From an optimization exercise on the open Yosys and OpenROAD flow, aimed at small area and a short achievable clock period; shortcuts taken in it are not production practice.
Only simulation tests tie the RTL to the original design; equivalence was not proved.
Power is estimated from default activity; no workload was simulated.

## flow/run.sh

```bash
#!/bin/bash
# synth_recipe.tcl (not shown) runs the flow's synth.tcl, then flattens the netlist and writes it again
# the make line also repeats each setting of config.mk as NAME=value (left out here)
make -C /OpenROAD-flow-scripts/flow DESIGN_CONFIG=/design/flow/config.mk WORK_HOME=/design/flow/orfs CLKGATE_MAP_FILE= SYNTH_SCRIPT=/design/flow/synth_recipe.tcl finish
```

## flow/config.mk

```make
export PLATFORM = sky130hd
export DESIGN_NAME = cpu
export DESIGN_NICKNAME = cpu
export VERILOG_FILES = /design/flow/design.v
export SDC_FILE = /design/flow/constraint.sdc
export NUM_CORES = 4
export LEC_CHECK = 0
export CAP_MARGIN = 20
export CORE_MARGIN = 2
export CORE_UTILIZATION = 65
export PLACE_DENSITY = 0.7
export SETUP_SLACK_MARGIN = 5
export SLEW_MARGIN = 20
export SYNTH_HIERARCHICAL = 1
export SYNTH_MINIMUM_KEEP_SIZE = 0
```

## flow/constraint.sdc

```tcl
create_clock -name core_clock -period 10.0 [get_ports {clk}]
set_input_delay 2.0000 -clock core_clock [delete_from_list [all_inputs] [get_ports {clk}]]
set_output_delay 2.0000 -clock core_clock [all_outputs]
set_load 0.01 [all_outputs]
```

## flow/design.v

```verilog
module cpu
(
  input wire clk,
  input wire res,
  output wire [31:0] a,
  input wire [17:0] din,
  output wire [17:0] dout,
  output wire wr
);
  reg [31:0] r [0:14];   
  reg [31:0] pc;         
  reg        c;
  reg [3:0]  r_pfx;
  reg        di_valid;
  reg [31:0] p_q, g_q;
  reg        cin_q;      
  reg        s_p_q;      
  reg        s_g_q;      
  reg        s_c_q;      
  reg        s_sl_q;     
  reg        s_sr_q;     
  reg [1:0]  shb_q;      
  reg        w_lo_q, w_hi_q, w_c_q;
  reg [3:0]  w_d_q;      
  assign dout = 18'b0;
  assign wr   = 1'b0;
  wire [31:0] cy;        
  cpu_carry u_cy (.p(p_q), .g(g_q), .cin(cin_q), .c(cy));
  wire b_in = shb_q[1] ? (shb_q[0] & (s_sr_q ? p_q[31] : 1'b1))
                       : (shb_q[0] ? (s_sr_q ? p_q[0] : p_q[31]) : c);
  wire [31:0] rb = ({32{s_p_q}} & p_q) ^ ({32{s_g_q}} & g_q) ^ ({32{s_c_q}} & cy)
                 | ({32{s_sl_q}} & {p_q[30:0], b_in})
                 | ({32{s_sr_q}} & {b_in, p_q[31:1]});
  wire pc_lo_w = w_lo_q & (w_d_q == 4'd15);
  wire pc_hi_w = w_hi_q & (w_d_q == 4'd15);
  assign a = {pc_hi_w ? rb[31:16] : pc[31:16], pc_lo_w ? rb[15:0] : pc[15:0]};
  integer k;
  always @(posedge clk) begin
    for (k = 0; k < 15; k = k + 1) begin
      if (w_lo_q && w_d_q == k) r[k][15:0]  <= rb[15:0];
      if (w_hi_q && w_d_q == k) r[k][31:16] <= rb[31:16];
    end
    if (w_c_q)
      c <= s_sl_q ? p_q[31] : p_q[0];
  end
  wire [17:0] i = din;
  wire [1:0]  cls = i[17:16];
  wire [3:0]  op  = i[15:12];
  wire        run = di_valid & ~res;
  wire is_ll = (cls == 2'b00);
  wire is_lh = (cls == 2'b01);
  wire is_ri = (cls == 2'b10);
  wire is_rr = (cls == 2'b11);
  wire o_ld  = (op == 4'd0);
  wire o_add = (op == 4'd1);
  wire o_sub = (op == 4'd2);
  wire o_and = (op == 4'd3);
  wire o_or  = (op == 4'd4);
  wire o_xor = (op == 4'd5);
  wire o_sh  = (op == 4'd12);
  wire alu_w = cls[1] & (o_ld | o_add | o_sub | o_and | o_or | o_xor | o_sh);
  wire rsel  = is_rr & (op == 4'd15) & (i[11:4] == 8'hFF);
  wire x_use = cls[1] & ~(is_ri & o_ld);
  wire y_use = is_rr & ~o_ld & ~o_sh;
  wire [3:0]  xa  = i[16] ? i[7:4] : i[11:8];
  wire [15:0] sx  = (16'b1 << xa)   & {16{x_use}};
  wire [15:0] sy  = (16'b1 << i[3:0]) & {16{y_use}};
  wire [31:0] rx, ry;
  genvar gb, gk;
  generate
    for (gb = 0; gb < 32; gb = gb + 1) begin : g_rd
      wire [15:0] col;
      for (gk = 0; gk < 15; gk = gk + 1) begin : g_col
        assign col[gk] = r[gk][gb];
      end
      assign col[15] = pc[gb];
      cpu_rmux16 u_x (.d(col), .s(sx), .y(rx[gb]));
      cpu_rmux16 u_y (.d(col), .s(sy), .y(ry[gb]));
    end
  endgenerate
  wire fx_lo = x_use & w_lo_q & (w_d_q == xa);
  wire fx_hi = x_use & w_hi_q & (w_d_q == xa);
  wire fy_lo = y_use & w_lo_q & (w_d_q == i[3:0]);
  wire fy_hi = y_use & w_hi_q & (w_d_q == i[3:0]);
  wire [31:0] xf = {fx_hi ? rb[31:16] : rx[31:16], fx_lo ? rb[15:0] : rx[15:0]};
  wire [31:0] yr = {fy_hi ? rb[31:16] : ry[31:16], fy_lo ? rb[15:0] : ry[15:0]};
  wire [31:0] yi = is_ll ? {16'b0, i[15:0]} :
                   is_lh ? {i[15:0], i[15:0]} :
                   is_ri ? {24'b0, i[7:0]} : 32'b0;
  wire        sub = cls[1] & o_sub;
  wire [31:0] yf  = (yr | (yi & {32{~(is_ri & o_sh)}})) ^ {32{sub}};
  wire [31:0] pn = xf ^ yf;
  wire [31:0] gn = xf & yf;
  always @(posedge clk) begin
    p_q    <= pn;
    g_q    <= gn;
    cin_q  <= sub;
    s_p_q  <= ~cls[1] | o_ld | o_or | o_xor | o_add | o_sub;
    s_g_q  <= cls[1] & (o_and | o_or);
    s_c_q  <= cls[1] & (o_add | o_sub);
    s_sl_q <= cls[1] & o_sh & ~i[7];
    s_sr_q <= cls[1] & o_sh & i[7];
    shb_q  <= i[6:5];
    w_d_q  <= cls[1] ? i[11:8] : r_pfx;
    w_lo_q <= run & (alu_w | is_ll);
    w_hi_q <= run & (alu_w | ~cls[1]);
    w_c_q  <= run & cls[1] & o_sh;
  end
  wire [31:0] a1 = a + 32'd1;
  always @(posedge clk) begin
    if (res) begin
      pc       <= 32'b0;
      r_pfx    <= 4'b0;
      di_valid <= 1'b0;
    end else begin
      di_valid <= 1'b1;
      pc       <= a1;
      if (run && cls[1])
        r_pfx <= rsel ? i[3:0] : 4'b0;
    end
  end
endmodule
module cpu_carry (input wire [31:0] p, input wire [31:0] g, input wire cin,
                  output wire [31:0] c);
  reg [31:0] gg, pp;
  integer l, j;
  always @* begin
    gg = g;
    pp = p;
    gg[0] = g[0] | (p[0] & cin);
    for (l = 0; l < 5; l = l + 1)
      for (j = 0; j < 32; j = j + 1)
        if (j & (1 << l)) begin
          gg[j] = gg[j] | (pp[j] & gg[((j >> l) << l) - 1]);
          pp[j] = pp[j] & pp[((j >> l) << l) - 1];
        end
  end
  assign c = {gg[30:0], cin};
endmodule
module cpu_rmux16 (input wire [15:0] d, input wire [15:0] s, output wire y);
  wire [5:0] t;
  wire u, v;
  cpu_aoi222 a0 (.a(d[0]),  .b(s[0]),  .c(d[1]),  .d(s[1]),  .e(d[2]),  .f(s[2]),  .y(t[0]));
  cpu_aoi222 a1 (.a(d[3]),  .b(s[3]),  .c(d[4]),  .d(s[4]),  .e(d[5]),  .f(s[5]),  .y(t[1]));
  cpu_aoi222 a2 (.a(d[6]),  .b(s[6]),  .c(d[7]),  .d(s[7]),  .e(d[8]),  .f(s[8]),  .y(t[2]));
  cpu_aoi222 a3 (.a(d[9]),  .b(s[9]),  .c(d[10]), .d(s[10]), .e(d[11]), .f(s[11]), .y(t[3]));
  cpu_aoi222 a4 (.a(d[12]), .b(s[12]), .c(d[13]), .d(s[13]), .e(d[14]), .f(s[14]), .y(t[4]));
  assign t[5] = ~(d[15] & s[15]);
  cpu_nand3 n0 (.a(t[0]), .b(t[1]), .c(t[2]), .y(u));
  cpu_nand3 n1 (.a(t[3]), .b(t[4]), .c(t[5]), .y(v));
  assign y = u | v;
endmodule
module cpu_aoi222 (input wire a, b, c, d, e, f, output wire y);
  assign y = ~((a & b) | (c & d) | (e & f));
endmodule
module cpu_nand3 (input wire a, b, c, output wire y);
  assign y = ~(a & b & c);
endmodule
```

==> results.py <==
metrics = {
    "drt": {
        "ant_nets": 0,
        "drc_errors": 0,
        "wl_mm": 92.30,
        "via_per_inst": 7.697,
        "vias": 22440,
        "drt_first_pass_iters": 12,
        "wl_per_cell_um": 31.65,
        "drtIter0Drc": 5201,
    },
    "placed_design": {
        "dp.cells": 2670,
        "hpwl_mm": 54.39,
        "pre_cts_ws_ns": 3.953,
        "numPortBuffers": 51,
        "gp_congestion": 0.9549,
    },
    "timing": {
        "post-route-min-period_ns": 5.702,
        "fin_skew_ns": 0.03929,
        "clock.fmax_ghz": 0.1754,
        "maxSlewViolCount": 0,
        "worst_pin_slew_ns": 0.9316,
        "relSlewSlack": 0.3779,
        "setup_viol": 0,
        "hold_slack_ns": 0.4328,
        "hold_viol_final": 0,
        "setup_tns_ns": 0,
        "setup_slack_ns": 4.298,
        "fin_crit_sh": 0.5702,
        "rsz0062_at_grt": "yes",
    },
    "grt": {
        "gr-usage-met2": 0.5956,
        "grt_use_total": 0.4084,
        "grt_use_met3": 0.1293,
        "met1_usage": 0.5794,
        "overflow": 0,
        "grt_pass1_wl_mm": 132.1,
        "antenna_found_initial": 5,
        "grt_max_degree": 34,
        "grt_pass1_vias": 21090,
        "grt.busiest_layer": "met2",
    },
    "clock_network": {
        "clock-sinks": 597,
        "cts_tree": "yes",
        "clkLatencyLatePin_ns": 0.66,
        "path_clk_slew_ns": 0.06,
        "cts_made_buffers": 59,
        "cts_hold_buffers": 0,
        "cts_root_buf": "clkbuf_16",
        "cts-htree-levels": 2,
        "clk_path_buf_depth": 3,
    },
    "hold_path": {
        "hold_class": "reg -> reg",
    },
    "power": {
        "leakage_nw": 12.25,
        "peakVddDrop_mv": 0.1748,
        "p_total_mw": 5.795,
        "power.density_nw_per_um2": 177.7,
    },
    "yosys": {
        "syn_area_sq_um": 27450,
        "synth_top_area_cell": "edfxtp_1",
        "synthTopCellsByArea": "edfxtp_1, a222oi_1, dfxtp_1, nand2_1, nand3_1",
        "synthTopCellsByCount": "edfxtp_1, a222oi_1, nand2_1",
        "synth.distinct_cells": 78,
        "ys.warnings.count": 9,
        "ys_ff_latch": 597,
        "synth_top_area_share": 0.5263,
        "postSynthAreaPerCell_sq_um": 13.26,
        "synthCells": 2070,
        "synth_edf_count": 481,
        "synth-async-reset-ratio": 0,
        "ys_seq_area_frac": 0.6109,
        "yosys_most_used_dff": "edfxtp_1",
        "synth.most_common_cell": "edfxtp_1",
    },
    "die": {
        "core_sq_um": 41850,
        "die_h_um": 209.5,
        "die_w_um": 209.5,
        "std_cell_rows": 75,
        "num_io_pins": 71,
        "initial_core_util": 0.6558,
        "die_area_sq_um": 43880,
    },
    "outcome": {
        "status": "timing/DRC/antenna clean",
    },
    "worst_setup_path": {
        "end_kind": "output port",
        "critical_path_class": "reg -> out",
        "critPathLaunchType": "register",
        "worstPathRequired_ns": 8.00,
        "cp_data_arrival_time_ns": 3.70,
        "crit_fanout": 5,
    },
    "flow_run": {
        "maxCapViolCount": 0,
    },
    "finish": {
        "final-seq-area_sq_um": 16810,
        "layout.cells.non_filler": 2916,
        "area_growth_pct": 18.79,
        "nNetsFinal": 2380,
        "drive_gt1_frac": 0.2290,
        "fill_cells": 2507,
        "multi_input_area_sq_um": 10890,
    },
}
-- modules after synthesis (local to each module, per instance) --
module | cell area [sq um] | flops+latches
cpu | 22360 | 597
cpu_carry | 598.1 | 0
cpu_rmux16 | 10.01 | 0
cpu_aoi222 | 10.01 | 0
cpu_nand3 | 5.005 | 0
-- logic make-up after synthesis --
group,Yosys count,synth area share
fa+ha+maj,33,0.01504
mux,62,0.02448
simple gates,647,0.1143
buf+inv,123,0.02134
xor+xnor,94,0.04463
other cells,1,0.0001366
compound gates,513,0.1692
flops,597,0.6109
-- cell type report --
cell class / instances / area share
clock inverter: 31 / 0.01094
inverter: 41 / 0.004721
clock buffer: 79 / 0.04832
sequential: 597 / 0.5155
tap: 539 / 0.02069
multi-input combinational: 1368 / 0.3342
timing repair buffer: 260 / 0.06559
antenna: 1 / 0.00007676
-- placed cells by master, fill, tap and decap left out, types with 9 or more instances in the layout --
master and n:
a21o_1 21, a221o_4 12, a21oi_1 37, nor2_1 69, nand3_1 141, xnor2_1 55
xor2_1 9, mux2i_1 10, xnor3_1 15, nand2_1 209, dfxtp_2 11, nand4_1 13
inv_1 27, buf_4 190, a222oi_1 320, and3_1 19, clkbuf_1 17, mux2i_4 9
inv_2 14, a221oi_1 24, clkbuf_16 59, nor3_1 14, conb_1 19, ha_1 33
edfxtp_1 481, mux2_2 37, o21ai_0 18, buf_6 33, or2_1 65, nor2_2 23
clkinv_1 10, a22oi_1 13, clkdlybuf4s50_1 15, dfxtp_1 98
-- timing repair --
action                     4_1_cts  5_1_grt
pin swaps                       43       31
gates resized for setup        242       85
buffers inserted                99       36
setup endpoints to repair       96       97
-- where the power goes --
part	internal, mW	switching [mW]	leakage, nW
Combinational	0.240	0.418	5.96
Clock	1.26	0.956	0.934
Sequential	2.84	0.0751	5.35
-- critical path, stage by stage (launching register included) --
cell,delay [ns]
dfxtp_1,0.50
nand4_1,0.24
or3_4,0.45
o22a_4,0.25
o21a_1,0.19
a21oi_2,0.14
buf_4,0.13
a21o_1,0.10
nand2_1,0.07
xnor3_1,0.21
a221o_4,0.35
mux2i_2,0.23
inv_2,0.08
buf_6,0.13
-- routing by layer --
| metal | wire length, um | share of wire | vias up |
|---|---|---|---|
| met3 | 15640 | 0.17 | 337 |
| met5 | 36 | 0.00039 | - |
| met2 | 39770 | 0.43 | 2088 |
| li1 | - | - | 9177 |
| met4 | 3781 | 0.041 | 6 |
| met1 | 33080 | 0.36 | 10840 |
-- path summary, 6_finish.rpt --
check | slack [ns] | startpoint | endpoint | cells after the start
worst max-delay path | 4.30 | p_q[16]$_DFF_P_ | a[27] | 13
worst min-delay path | 0.43 | w_c_q$_DFF_P_ | c$_DFFE_PP_ | 0
worst max register to register | 4.67 | p_q[2]$_DFF_P_ | pc[12]$_SDFF_PP0_ | 36
worst min register to register | 0.43 | w_c_q$_DFF_P_ | c$_DFFE_PP_ | 0
-- stage by stage --
stage | cell area, sq um | util
floorplan | 27560 | -
global placement | 28940 | 0.6916
detailed placement | 28940 | 0.6916
CTS | 32100 | 0.7670
global route | 32600 | 0.7789
finish | 32600 | 0.7790
-- sequential cells by signal, indices dropped and copies added (netlist names) --
name / flops
r_pfx: 4
w_lo_q: 1
s_g_q: 1
r: 480
g_q: 32
c: 1
s_p_q: 1
w_d_q: 4
di_valid: 1
s_c_q: 1
shb_q: 2
s_sl_q: 1
s_sr_q: 1
cin_q: 1
pc: 32
w_c_q: 1
p_q: 32
w_hi_q: 1

re-timing with driven ports:
In the flow no input, the clock included, has a driving cell. The finished layout below was timed again as built, in two steps. Step 1, drivers: a clkbuf_16 drives clk and a buf_2 each remaining input, both assumed. Step 2, shift: input delay + t, output delay - t, t = (earliest + latest rising clock arrival at the registers) / 2. This alone moves slack from input paths to output paths. Slacks: no drivers / after step 1 / after step 2; pairs: no drivers / after step 1.
t, ns: 0.701
slack for setup (ns): 4.298 / 4.239 / 4.341
clock arrival spread, ns: 0.039 / 0.039
After both steps setup and hold are still met in this run. For this run, drivers alone change the setup slack by -0.059 ns; drivers and shift together by +0.043 ns.
